What follows belongs to an exercise in optimizing a design on an open flow for small area, a short achievable clock period and few clock cycles per item; a production flow would make more cautious choices.
In this exercise RTL edits were held to simulation tests only and were not proved equivalent to the original.

[flow/run.sh]
#!/bin/bash
# synth_recipe.tcl (not shown) runs the flow's synth.tcl, then flattens the netlist and writes it again
# the make line also repeats each setting of config.mk as NAME=value (left out here)
make -C /OpenROAD-flow-scripts/flow DESIGN_CONFIG=/design/flow/config.mk WORK_HOME=/design/flow/orfs CLKGATE_MAP_FILE= SYNTH_SCRIPT=/design/flow/synth_recipe.tcl finish
[flow/config.mk]
export PLATFORM = sky130hd
export DESIGN_NAME = viterbi_decoder
export DESIGN_NICKNAME = viterbi_decoder
export VERILOG_FILES = /design/flow/design.v
export SDC_FILE = /design/flow/constraint.sdc
export NUM_CORES = 4
export LEC_CHECK = 0
export CAP_MARGIN = 20
export CORE_MARGIN = 2
export CORE_UTILIZATION = 40
export SLEW_MARGIN = 20
[flow/design.v]
module ctrl (clk, rst, en, start, en_brch, en_add, en_mem, en_rd, ld_tbck, en_tbck, last);
    input      clk, rst, en;
    output     start;
    output reg en_brch, en_add, en_mem, en_rd, ld_tbck, en_tbck, last;
    reg        busy;
    reg [4:0]  count;
    assign start = en & ~busy;
    always @ (posedge clk or posedge rst) begin
        if (rst) begin
            busy  <= 0;
            count <= 0;
        end else begin
            if (start) begin
                busy  <= 1;
                count <= 0;
            end else if (busy) begin
                count <= count + 1;
                if (count == 5'd18)
                    busy <= 0;
            end
        end
    end
    always @(*) begin
        en_brch = busy && (count <= 5'd7);
        en_add  = busy && (count >= 5'd1)  && (count <= 5'd8);
        en_mem  = busy && (count >= 5'd2)  && (count <= 5'd9);
        en_rd   = busy && (count >= 5'd10) && (count <= 5'd17);
        ld_tbck = busy && (count == 5'd10);
        en_tbck = busy && (count >= 5'd11) && (count <= 5'd18);
        last    = busy && (count == 5'd18);
    end
endmodule
module ham_d (clk, rst, start, en_brch, data, hamd_1, hamd_2,
                                       hamd_3, hamd_4,
                                       hamd_5, hamd_6,
                                       hamd_7, hamd_8);
    input            clk, rst, start, en_brch;
    input     [15:0] data;
    output reg [1:0] hamd_1, hamd_2, hamd_3, hamd_4, hamd_5, hamd_6, hamd_7, hamd_8;
    reg [15:0]   data_reg;      
    wire [1:0]   data_rx;       
    assign data_rx = data_reg[15:14];
    always @(posedge clk or posedge rst) begin
        if (rst) begin
            data_reg <= 16'b0;
            hamd_1   <= 2'b00;
            hamd_2   <= 2'b00;
            hamd_3   <= 2'b00;
            hamd_4   <= 2'b00;
            hamd_5   <= 2'b00;
            hamd_6   <= 2'b00;
            hamd_7   <= 2'b00;
            hamd_8   <= 2'b00;
        end else begin
            if (start)
                data_reg <= data;
            else if (en_brch)
                data_reg <= {data_reg[13:0], 2'b00};
            if (en_brch) begin
                case (data_rx)
                    2'b00: begin
                        hamd_1 <= 2'd0; hamd_2 <= 2'd2; hamd_3 <= 2'd1; hamd_4 <= 2'd1;
                        hamd_5 <= 2'd2; hamd_6 <= 2'd0; hamd_7 <= 2'd1; hamd_8 <= 2'd1;
                    end
                    2'b01: begin
                        hamd_1 <= 2'd1; hamd_2 <= 2'd1; hamd_3 <= 2'd2; hamd_4 <= 2'd0;
                        hamd_5 <= 2'd1; hamd_6 <= 2'd1; hamd_7 <= 2'd0; hamd_8 <= 2'd2;
                    end
                    2'b10: begin
                        hamd_1 <= 2'd1; hamd_2 <= 2'd1; hamd_3 <= 2'd0; hamd_4 <= 2'd2;
                        hamd_5 <= 2'd1; hamd_6 <= 2'd1; hamd_7 <= 2'd2; hamd_8 <= 2'd0;
                    end
                    default: begin
                        hamd_1 <= 2'd2; hamd_2 <= 2'd0; hamd_3 <= 2'd1; hamd_4 <= 2'd1;
                        hamd_5 <= 2'd0; hamd_6 <= 2'd2; hamd_7 <= 2'd1; hamd_8 <= 2'd1;
                    end
                endcase
            end
        end
    end
endmodule
module add_comp (clk, rst, start, en_add, hamd_1, hamd_2,
                                   hamd_3, hamd_4,
                                   hamd_5, hamd_6,
                                   hamd_7, hamd_8,
                                   prv_st_00, prv_st_01,
                                   prv_st_10, prv_st_11,
                                   sel_node);
    input            clk, rst, start, en_add;
    input      [1:0] hamd_1, hamd_2, hamd_3, hamd_4, hamd_5, hamd_6, hamd_7, hamd_8;
    output reg [1:0] prv_st_00, prv_st_01, prv_st_10, prv_st_11;
    output reg [1:0] sel_node;
    reg [4:0] sum_00, sum_10, sum_01, sum_11;
    reg [4:0] min_sum;
    wire [4:0] a_00 = hamd_1 + sum_00, b_00 = hamd_5 + sum_01;
    wire [4:0] a_10 = hamd_2 + sum_00, b_10 = hamd_6 + sum_01;
    wire [4:0] a_01 = hamd_3 + sum_10, b_01 = hamd_7 + sum_11;
    wire [4:0] a_11 = hamd_4 + sum_10, b_11 = hamd_8 + sum_11;
    always @(posedge clk or posedge rst) begin
        if (rst) begin
            sum_00    <= 5'b00000;
            sum_10    <= 5'b00000;
            sum_01    <= 5'b00000;
            sum_11    <= 5'b00000;
            prv_st_00 <= 2'b00;
            prv_st_01 <= 2'b00;
            prv_st_10 <= 2'b00;
            prv_st_11 <= 2'b00;
        end else begin
            if (start) begin
                sum_00 <= 5'd0;
                sum_10 <= 5'd8;
                sum_01 <= 5'd8;
                sum_11 <= 5'd8;
            end else if (en_add) begin
                if (a_00 <= b_00) begin
                    sum_00 <= a_00;
                    prv_st_00 <= 2'b00;
                end else begin
                    sum_00 <= b_00;
                    prv_st_00 <= 2'b01;
                end
                if (a_10 <= b_10) begin
                    sum_10 <= a_10;
                    prv_st_10 <= 2'b00;
                end else begin
                    sum_10 <= b_10;
                    prv_st_10 <= 2'b01;
                end
                if (a_01 <= b_01) begin
                    sum_01 <= a_01;
                    prv_st_01 <= 2'b10;
                end else begin
                    sum_01 <= b_01;
                    prv_st_01 <= 2'b11;
                end
                if (a_11 <= b_11) begin
                    sum_11 <= a_11;
                    prv_st_11 <= 2'b10;
                end else begin
                    sum_11 <= b_11;
                    prv_st_11 <= 2'b11;
                end
            end
        end
    end
    always @(*) begin
        min_sum  = sum_00;
        sel_node = 2'b00;
        if (sum_10 < min_sum) begin
            min_sum  = sum_10;
            sel_node = 2'b10;
        end
        if (sum_01 < min_sum) begin
            min_sum  = sum_01;
            sel_node = 2'b01;
        end
        if (sum_11 < min_sum) begin
            min_sum  = sum_11;
            sel_node = 2'b11;
        end
    end
endmodule
module mem (clk, rst, start, en_mem, en_rd, prv_st_00, prv_st_01,
                              prv_st_10, prv_st_11,
                              bck_prv_st_00, bck_prv_st_01,
                              bck_prv_st_10, bck_prv_st_11);
    input            clk, rst, start, en_mem, en_rd;
    input      [1:0] prv_st_00, prv_st_01, prv_st_10, prv_st_11;
    output reg [1:0] bck_prv_st_00, bck_prv_st_01, bck_prv_st_10, bck_prv_st_11;
    reg [2:0] count;
    reg [1:0] trellis_diagr[0:3][0:7];
    reg [2:0] trace;
    integer i;
    integer k;
    always @ (posedge clk or posedge rst) begin
        if (rst) begin
            count <= 0;
            trace <= 7;
            bck_prv_st_00 <= 2'b00;
            bck_prv_st_01 <= 2'b00;
            bck_prv_st_10 <= 2'b00;
            bck_prv_st_11 <= 2'b00;
            for (i = 0; i < 4; i = i + 1) begin          
                for (k = 0; k < 8; k = k + 1) begin
                    trellis_diagr[i][k] <= 2'b00;        
                end
            end
        end else begin
            if (start) begin
                count <= 0;
                trace <= 7;
            end
            if (en_mem) begin
                trellis_diagr[0][count] <= prv_st_00;
                trellis_diagr[2][count] <= prv_st_10;
                trellis_diagr[1][count] <= prv_st_01;
                trellis_diagr[3][count] <= prv_st_11;
                count <= count + 1;
            end
            if (en_rd) begin
                bck_prv_st_00 <= trellis_diagr[0][trace];
                bck_prv_st_10 <= trellis_diagr[2][trace];
                bck_prv_st_01 <= trellis_diagr[1][trace];
                bck_prv_st_11 <= trellis_diagr[3][trace];
                trace <= trace - 1;
            end
        end
    end
endmodule
module tbck_dec (clk, rst, ld_tbck, en_tbck, last, bck_prv_st_00, bck_prv_st_01,
                               bck_prv_st_10, bck_prv_st_11,
                               sel_node, data_out, done_flag);
    input            clk, rst, ld_tbck, en_tbck, last;
    input      [1:0] bck_prv_st_00, bck_prv_st_01, bck_prv_st_10, bck_prv_st_11;
    input      [1:0] sel_node;
    output reg [7:0] data_out;
    output reg       done_flag;
    reg [7:0] sel_bit_out;
    reg       in_bit;
    localparam [1:0] s0 = 2'b00;
    localparam [1:0] s1 = 2'b01;
    localparam [1:0] s2 = 2'b10;
    localparam [1:0] s3 = 2'b11;
    reg [1:0] select_node;
    always @(*) in_bit = select_node[1];
    always @(posedge clk or posedge rst) begin
        if (rst) begin
            select_node <= s0;
            sel_bit_out <= 8'b0;
            data_out    <= 8'b0;
            done_flag   <= 0;
        end else begin
            done_flag <= last;
            if (ld_tbck)
                select_node <= sel_node;
            else if (en_tbck) begin
                case (select_node)
                    s0: select_node <= bck_prv_st_00;
                    s1: select_node <= bck_prv_st_01;
                    s2: select_node <= bck_prv_st_10;
                    s3: select_node <= bck_prv_st_11;
                endcase
                sel_bit_out <= {in_bit, sel_bit_out[7:1]};
                if (last)
                    data_out <= {in_bit, sel_bit_out[7:1]};
            end
        end
    end
endmodule
module viterbi_decoder(clk, rst, en, data, data_out, done_flag);
    input clk, rst, en;
    input [15:0] data;
    output [7:0] data_out;
    output done_flag;
    wire start, en_brch, en_add, en_mem, en_rd, ld_tbck, en_tbck, last;
    wire [1:0] hamd_1, hamd_2, hamd_3, hamd_4, hamd_5, hamd_6, hamd_7, hamd_8;
    wire [1:0] prv_st_00, prv_st_01, prv_st_10, prv_st_11;
    wire [1:0] bck_prv_st_00, bck_prv_st_01, bck_prv_st_10, bck_prv_st_11;
    wire [1:0] sel_node;
    ctrl c1 (.clk(clk),
            .rst(rst),
            .en(en),
            .start(start),
            .en_brch(en_brch),
            .en_add(en_add),
            .en_mem(en_mem),
            .en_rd(en_rd),
            .ld_tbck(ld_tbck),
            .en_tbck(en_tbck),
            .last(last));
    ham_d br1 (.clk(clk),
            .rst(rst),
            .start(start),
            .en_brch(en_brch),
            .data(data),
            .hamd_1(hamd_1),
            .hamd_2(hamd_2),
            .hamd_3(hamd_3),
            .hamd_4(hamd_4),
            .hamd_5(hamd_5),
            .hamd_6(hamd_6),
            .hamd_7(hamd_7),
            .hamd_8(hamd_8));
    add_comp add1 (.clk(clk),
            .rst(rst),
            .start(start),
            .en_add(en_add),
            .hamd_1(hamd_1),
            .hamd_2(hamd_2),
            .hamd_3(hamd_3),
            .hamd_4(hamd_4),
            .hamd_5(hamd_5),
            .hamd_6(hamd_6),
            .hamd_7(hamd_7),
            .hamd_8(hamd_8),
            .prv_st_00(prv_st_00),
            .prv_st_10(prv_st_10),
            .prv_st_01(prv_st_01),
            .prv_st_11(prv_st_11),
            .sel_node(sel_node));
    mem mem1 (.clk(clk),
            .rst(rst),
            .start(start),
            .en_mem(en_mem),
            .en_rd(en_rd),
            .prv_st_00(prv_st_00),
            .prv_st_01(prv_st_01),
            .prv_st_10(prv_st_10),
            .prv_st_11(prv_st_11),
            .bck_prv_st_00(bck_prv_st_00),
            .bck_prv_st_01(bck_prv_st_01),
            .bck_prv_st_10(bck_prv_st_10),
            .bck_prv_st_11(bck_prv_st_11));
    tbck_dec tbck1 (.clk(clk),
            .rst(rst),
            .ld_tbck(ld_tbck),
            .en_tbck(en_tbck),
            .last(last),
            .bck_prv_st_00(bck_prv_st_00),
            .bck_prv_st_01(bck_prv_st_01),
            .bck_prv_st_10(bck_prv_st_10),
            .bck_prv_st_11(bck_prv_st_11),
            .sel_node(sel_node),
            .data_out(data_out),
            .done_flag(done_flag));
endmodule
[flow/constraint.sdc]
create_clock -name core_clock -period 5.0 [get_ports {clk}]
set_input_delay 1.0000 -clock core_clock [delete_from_list [all_inputs] [get_ports {clk}]]
set_output_delay 1.0000 -clock core_clock [all_outputs]
set_load 0.01 [all_outputs]
==> impl_metrics.csv, run 1 <==
group,metric,value,unit
run_status,outcome,"complete, no violations",
timing,period_share,93.1,%
synth,ys_seq_area_share,42.2,%
synth,synth_xor_area_share,3.15,%
floorplanning,initial_core_util,40.6,%
worst_hold_path,holdPathEnd,"mem1.bck_prv_st_11[0]",
worst_setup_path,reg2reg_depth,19,
synth,synth_compound_area_share,11.5,%
worst_setup_path,crit_start,"add1.sum_00[2]",
synth,yosysWarnings,6,
layout,ff_latch_area,3060,um2
job,drv_cap,0,
worst_setup_path,slowest_delay,0.50,ns
routing,vias,5155,
routing,topRoutingLayerUsed,"met4",
worst_setup_path,r2r_end,"tbck1.select_node[0]",
worst_setup_path,path_cells,"inv_1 -> ha_1 -> a21oi_1 -> o21ai_0 -> a21oi_1 -> mux2i_1 -> ha_1 -> a211oi_1 -> o21ai_0 -> o31a_1 -> nand2_1 -> o21ai_0 -> ha_1 -> a21o_1 -> nand3_1 -> a21oi_1 -> a21oi_1 -> nand2_1 -> a22oi_1",
layout,multiInputGateArea,3950,um2
worst_setup_path,slowest_stage,"a21oi_1",
routing,met1Wirelength,7300,um
synth,ys_top_cells_by_count,"dfrtp_1 (119), nand2_1 (64), ha_1 (60), mux2_2 (44), o21ai_0 (43)",
placed_design,dp_hpwl,11300,um
timing,setup_tns,0,ns
synth,synth.area.mux_share,14.9,%
worst_setup_path,timing.rr.start,"add1.sum_00[2]",
synth,synth_fa_ha_area_share,12.6,%
synth,synth_area_leaders,"dfrtp_1 (41%), ha_1 (10%), mux2_2 (6.8%)",
worst_setup_path,worstPathArrival,4.98,ns
placed_design,placed_cells,908,
floorplanning,die_h,138,um
synth,synth.distinct_cells,51,
global_routing,antenna_found_initial,0,
routing,wl_met2,7870,um
timing,tightest_slew,1.10,ns
routing,first_pass_iters,5,
synth,netlist_instances,680,
synth,yosys_register_bits,122,
floorplanning,die_w,138,um
synth,synth.top_cell.area_share,41.2,%
timing,slew_headroom,26.4,%
cts,insertion_delay,0.41,ns
global_routing,grt_pass1_vias,5301,
placed_design,dp_slack,0.526,ns
timing,setup_slack,0.343,ns
synth,syn-cell-area,7240,um2
synth,synth_top_family_by_area,"multiplexers",
floorplanning,ioPinCount,28,
timing,final.setup_skew,0.00833,ns
worst_setup_path,path_common_cell,"a21oi_1",
global_routing,track_usage,17.5,%
worst_setup_path,worst-path-stages,19,
synth,yosys.area.top_type,"dfrtp_1",
cts,cts_buffers,17,
placed_design,io_buffers,27,
cts,post_cts_buffers,0,
routing,drt-total-wl,16100,um
synth,synth-simple-area-share,12.3,%
timing,holdWs,0.483,ns
synth,synth_flop_cell,"dfrtp_1",
synth,synth_edf_count,0,
timing,period_needed,4.66,ns
timing,fmax,0.215,GHz
cts,h-tree-depth,4,
worst_setup_path,crit_buf_inv,1,
worst_setup_path,critical_path.startpoint_type,"flop",
routing,detail-route-antenna-nets,0,
synth,synthArstFlopShare,100,%
worst_setup_path,critPathCaptureType,"flop",
cts,cts.path.max_buffers,2,
global_routing,grt_max_degree,64,
layout,diodes,0,
floorplanning,rows,49,
worst_hold_path,hp-class,"flop to flop",
layout,drive_above_1_share,14.9,%
cts,clk_pin_slew_worst_paths,0.06,ns
worst_hold_path,min_from,"mem1.bck_prv_st_11[0]",
synth,syn_avg_cell_area,10.6,um2
routing,drc,0,
global_routing,grt_first_pass_wirelength,27000,um
worst_setup_path,critPathTopFamily,"compound AO/OA/AOI/OAI gates",
layout,area_growth,14.4,%
timing,slew_violations,0,
routing,dr_wl_met3,573,um
worst_setup_path,cp_data_required_time,5.32,ns
worst_setup_path,reg2reg_slack,0.34,ns
routing,via_per_inst,5.49,
routing,wire_per_inst,17.1,um
cts,clock-sinks,122,
layout,fin_nets,785,
global_routing,gr-total-overflow,0,
cts,cts_hold_buffers,0,
timing,finalSetupViolCount,0,
worst_setup_path,path_class,"flop to flop",
layout,fin_cells,939,
worst_setup_path,crit_path_max_fanout,10,
cts,cts_resized,0,
timing,rsz0062_at_grt,"no",
worst_hold_path,hold_depth,2,
synth,syn-num-nets,767,
floorplanning,core_area,17800,um2
layout,largest_register_ffs,40,
cts,cts_tree,"done",
cts,root_buffer,"clkbuf_16",
timing,final_hold_viol_count,0,
layout,nFillCells,1619,
placed_design,gp_congestion,0.872,
synth,synthMostInstantiatedCell,"dfrtp_1",
floorplanning,die_area,19200,um2
routing,drt_iter0_markers,306,
## layer usage
layer | global-route usage [%] | up-vias
met3 | 3.36 | 26
met2 | 29.0 | 114
met5 | 0 | -
met4 | 7.09 | 0
met1 | 22.6 | 2546
li1 | - | 2469
## metrics by stage
step | area [um2] | util [%]
2_1_floorplan | 7240 | -
4_1_cts | 8270 | 46.4
5_1_grt | 8270 | 46.4
3_5_place_dp | 7710 | 43.2
3_3_place_gp | 7710 | 43.2
6_report | 8270 | 46.4
## cell usage in the layout, fill, tap and decap left out, types with 10 or more instances in the layout
cell type	count
a21oi_1	24
a22oi_1	18
clkbuf_16	17
clkdlybuf4s50_1	27
dfrtp_1	119
ha_1	60
inv_1	23
mux2_1	10
mux2_2	44
mux2_4	10
mux2i_1	30
nand2_1	64
nand2b_1	10
nand3_1	35
nor2_1	27
nor2b_1	10
o21ai_0	43
xnor2_1	18
## worst max path at each step
stage and to:
2_1_floorplan add1.prv_st_00[0], 3_3_place_gp tbck1.select_node[0], 3_5_place_dp tbck1.select_node[0], 4_1_cts tbck1.select_node[0]
5_1_grt tbck1.select_node[0], 6_report tbck1.select_node[0]
## kinds of logic (layout without fill, tap and decap cells)
kind of cell,count (synthesis),after routing
fa+ha+maj,68,68
buf+inv,58,88
mux,95,95
compound gates,132,132
simple gates,179,179
xor+xnor,26,26
flops,122,122
## worst register-to-register path, delay by kind of cell (launching register included)
family                     cells  cell delay (ns)
AOI/OAI and AO/OA             11             2.36
adders and majority gates      3             0.95
DFF                            1             0.47
muxes                          1             0.35
and+or+nand+nor                3             0.27
buffers and inverters          1             0.15
## final cells by class
type | instances | share of cell area, %
Clock inverter | 10 | 1.45
Multi-Input combinational cell | 500 | 47.7
Sequential cell | 122 | 36.9
Tap cell | 229 | 3.46
Timing Repair Buffer | 33 | 3.96
Clock buffer | 21 | 5.32
Inverter | 24 | 1.12
Testbench counts, summed over its fixed seeds: cycles 25,600, blocks 1,280.
==> run 2, diff against run 1 <==
==> flow/design.v (replaced) <==
module viterbi_decoder(clk, rst, en, data, data_out, done_flag);
    input clk, rst, en;
    input [15:0] data;
    output reg [7:0] data_out;
    output reg done_flag;
    function [1:0] hd;
        input [1:0] r;
        input o1, o0;
        hd = (r[1] ^ o1) + (r[0] ^ o0);
    endfunction
    wire [1:0] r [0:7];
    genvar g;
    generate for (g = 0; g < 8; g = g + 1) begin : pairs
        assign r[g] = data[15-2*g -: 2];
    end endgenerate
    reg [3:0] pm [0:7][0:3];    
    reg       dec [2:7][0:3];   
    reg [3:0] ma, mb;
    reg [3:0] dd;
    reg [1:0] best;
    reg [7:0] u;
    integer t, n;
    always @(*) begin
        for (n = 0; n < 4; n = n + 1)
            pm[1][n] = hd(r[0], n[0], n[0]) +
                       hd(r[1], n[1] ^ n[0], n[1]);
        for (t = 2; t < 8; t = t + 1) begin
            for (n = 0; n < 4; n = n + 1) begin
                ma = pm[t-1][{n[0], 1'b0}] + hd(r[t], n[1] ^ n[0],     n[1]);
                mb = pm[t-1][{n[0], 1'b1}] + hd(r[t], n[1] ^ n[0] ^ 1'b1, n[1] ^ 1'b1);
                dd = mb - ma;           
                if (!dd[3]) begin       
                    pm[t][n] = ma;
                    dec[t][n] = 1'b0;
                end else begin
                    pm[t][n] = mb;
                    dec[t][n] = 1'b1;
                end
            end
        end
        best = 2'b00; ma = pm[7][0];
        dd = pm[7][2] - ma; if (dd[3]) begin best = 2'b10; ma = pm[7][2]; end
        dd = pm[7][1] - ma; if (dd[3]) begin best = 2'b01; ma = pm[7][1]; end
        dd = pm[7][3] - ma; if (dd[3]) begin best = 2'b11; ma = pm[7][3]; end
        u[7] = best[1];
        u[6] = best[0];
        for (t = 7; t >= 2; t = t - 1)
            u[t-2] = dec[t][{u[t], u[t-1]}];
    end
    always @(posedge clk or posedge rst)
        if (rst) done_flag <= 1'b0;
        else     done_flag <= en;
    always @(posedge clk)
        data_out <= {u[0], u[1], u[2], u[3], u[4], u[5], u[6], u[7]};
endmodule
==> impl_metrics.csv, run 2 <==
group,metric,value,unit
synth,synth_edf_count,0,
cts,h-tree-depth,1,
floorplanning,rows,61,
cts,cts_tree,"done",
worst_setup_path,path_common_cell,"ha_4",
global_routing,track_usage,27.1,%
worst_setup_path,worstPathArrival,19.78,ns
synth,yosysWarnings,3,
cts,clk_pin_slew_worst_paths,0.05,ns
synth,ys_top_cells_by_count,"inv_1 (153), ha_1 (142), a21oi_1 (132), nor2_1 (86), nand2_1 (74)",
worst_setup_path,critical_path.startpoint_type,"primary input",
synth,syn_avg_cell_area,8.03,um2
layout,regMostFlops,"data_out",
global_routing,grt_max_degree,17,
global_routing,grt_pass1_vias,13500,
timing,slew_violations,0,
synth,yosys.area.top_type,"ha_1",
synth,synth_area_leaders,"ha_1 (16%), fa_1 (9.3%), a21oi_1 (5.9%)",
worst_setup_path,critPathCaptureType,"flop",
layout,fin_nets,2333,
layout,fin_cells,2497,
routing,drt_iter0_markers,668,
routing,via_per_inst,5.36,
synth,synth.distinct_cells,117,
timing,period_needed,19.64,ns
layout,nFillCells,2213,
layout,diodes,0,
cts,cts.path.max_buffers,2,
synth,ys_seq_area_share,1.65,%
layout,largest_register_ffs,8,
global_routing,gr-total-overflow,0,
cts,clock-sinks,9,
layout,layout_commonest_cell,"buf_4",
global_routing,grt_first_pass_wirelength,65100,um
global_routing,antenna_found_initial,0,
routing,drc,0,
placed_design,dp_slack,-16.39,ns
layout,drive_above_1_share,51.3,%
timing,fmax,0.0509,GHz
synth,syn-num-nets,1611,
worst_hold_path,hp-class,"primary input to async pin",
worst_setup_path,slowest_stage,"mux4_2",
floorplanning,initial_core_util,40.5,%
timing,slew_headroom,56.9,%
floorplanning,core_area,27700,um2
run_status,outcome,"complete, but fails checks",
floorplanning,ioPinCount,28,
synth,synth_flop_cell,"dfxtp_1",
worst_setup_path,crit_start,"data[15]",
timing,final_hold_viol_count,0,
timing,rsz0062_at_grt,"yes",
routing,first_pass_iters,5,
cts,root_buffer,"clkbuf_16",
synth,synth.top_cell.area_share,15.8,%
worst_setup_path,path_class,"primary input to flop",
placed_design,dp_hpwl,33200,um
routing,drt-total-wl,40600,um
run_status,layout.failed_checks,"negative setup slack",
job,drv_cap,0,
cts,cts_buffers,3,
routing,wire_per_inst,16.2,um
synth,yosys_register_bits,9,
placed_design,placed_cells,2384,
synth,netlist_instances,1398,
synth,syn-cell-area,11200,um2
worst_setup_path,crit_path_max_fanout,4,
synth,synthMostInstantiatedCell,"inv_1",
worst_setup_path,endpoint,"data_out[7]",
floorplanning,die_w,171,um
timing,setup_slack,-14.64,ns
layout,layout_common_cells,"buf_4 (709), inv_1 (112), ha_1 (93), a21oi_1 (77), nor2_1 (76)",
floorplanning,die_area,29400,um2
floorplanning,die_h,171,um
timing,tightest_slew,0.630,ns
placed_design,gp_congestion,0.963,
worst_setup_path,cp_data_required_time,5.14,ns
routing,vias,13400,
placed_design,io_buffers,27,
synth,synthArstFlopShare,11.1,%
worst_setup_path,slowest_delay,0.65,ns
timing,setup_tns,-107.48,ns
timing,finalSetupViolCount,8,
routing,detail-route-antenna-nets,0,
layout,area_growth,68.2,%
layout,post-route-util,68.1,%
cts,cts_hold_buffers,0,
timing,period_share,393,%
## run 2: cell count changes after synthesis, moves of 54 or more
| cell | before | now |
|---|---|---|
| a21o_1 | 4 | 58 |
| a21oi_1 | 24 | 132 |
| dfrtp_1 | 119 | 1 |
| ha_1 | 60 | 142 |
| inv_1 | 24 | 153 |
| nor2_1 | 27 | 86 |
## run 2: worst max-delay path, delay by kind of cell
family	cells	cell delay, ns
adders and majority gates	23	7.51
muxes	16	4.63
AOI/OAI and AO/OA	20	2.82
xor gates and xnor gates	9	1.68
buffers and inverters	12	1.02
and+or+nand+nor	8	1.08
## run 2: layout make-up
cell class / instances / area [um2] / area share, %
clock buffer: 4 / 78.8 / 0.418
inverter: 156 / 606 / 3.21
multi-input combinational: 1208 / 11900 / 62.8
sequential: 9 / 185 / 0.981
tap: 378 / 473 / 2.51
timing repair buffer: 742 / 5670 / 30.1
## run 2: cell families (layout without fill, tap and decap cells)
kind of cell    Yosys count  after routing  synth area share, %
flops                     9              9                 1.65
xor+xnor                120            120                 11.7
buf+inv                 181            902                 6.46
mux                      90             90                 8.98
fa+ha+maj               214            214                 27.1
simple gates            345            345                 15.8
compound gates          439            439                 28.4
## run 2: worst min-delay path by stage
stage                     from        end  slack, ns  depth (start not counted)
after global routing       rst  done_flag       0.90                          2
final                      rst  done_flag       0.90                          2
after detailed placement   rst  done_flag       1.14                          2
after CTS                  rst  done_flag       0.89                          2
after global placement     rst  done_flag       1.14                          2
after floorplan            rst  done_flag       0.73                          1
## run 2: what timing repair did
item | CTS | global route
pin swaps | 122 | 73
endpoints found under the setup margin | 8 | 8
gates resized for setup | 163 | 86
setup buffers | 80 | 30
## run 2: per-layer routing
| layer | part of all wire [%] | vias up | track usage, % | routed length (um) |
|---|---|---|---|---|
| li1 | - | 6609 | - | - |
| met3 | 3.2 | 89 | 2.05 | 1300 |
| met4 | 3.3 | 0 | 9.40 | 1350 |
| met5 | 0 | - | 0 | 0 |
| met1 | 42 | 6364 | 32.2 | 16900 |
| met2 | 52 | 327 | 50.9 | 21000 |
## run 2: metrics by stage
stage | hold WS [ns] | instance area, um2
2_1_floorplan | 0.729 | 11700
3_3_place_gp | 1.14 | 16800
3_5_place_dp | 1.14 | 16800
4_1_cts | 0.890 | 18200
5_1_grt | 0.903 | 18900
6_report | 0.896 | 18900
Testbench counts of run 2, summed over its fixed seeds: cycles 1,280, blocks 1,280.

==> separate check: timing with driven ports <==
In the flow no input, the clock included, has a driving cell. The finished layouts below were timed again as built, in two steps.
Step 1 (the two cells are an assumption about what drives the block):
set clk [get_ports {clk}]
set_driving_cell -lib_cell sky130_fd_sc_hd__clkbuf_16 $clk
set_driving_cell -lib_cell sky130_fd_sc_hd__buf_2 [delete_from_list [all_inputs] $clk]
Step 2 times the ports against the registers' clock, not the clock port: input delays grow and output delays shrink by t, the midpoint of the rising clock arrivals with the driver on.
a / b / c = ideal ports / drivers / drivers and shift; a / b = the first two.
run | t (ns) | slack for setup (ns) | worst setup path after step 2 | latest minus earliest clock arrival (ns) | worst slew at a driven data input, ns
run 1 | 0.457 | 0.343 / 0.343 / 0.343 | register to register | 0.009 / 0.009 | 0.04
run 2 | 0.279 | -14.641 / -14.669 / -14.948 | input to register | 0.010 / 0.010 | 0.06
The setup slack of run 2, which loses most, moves by -0.028 ns with the drivers and by -0.307 ns with both steps.
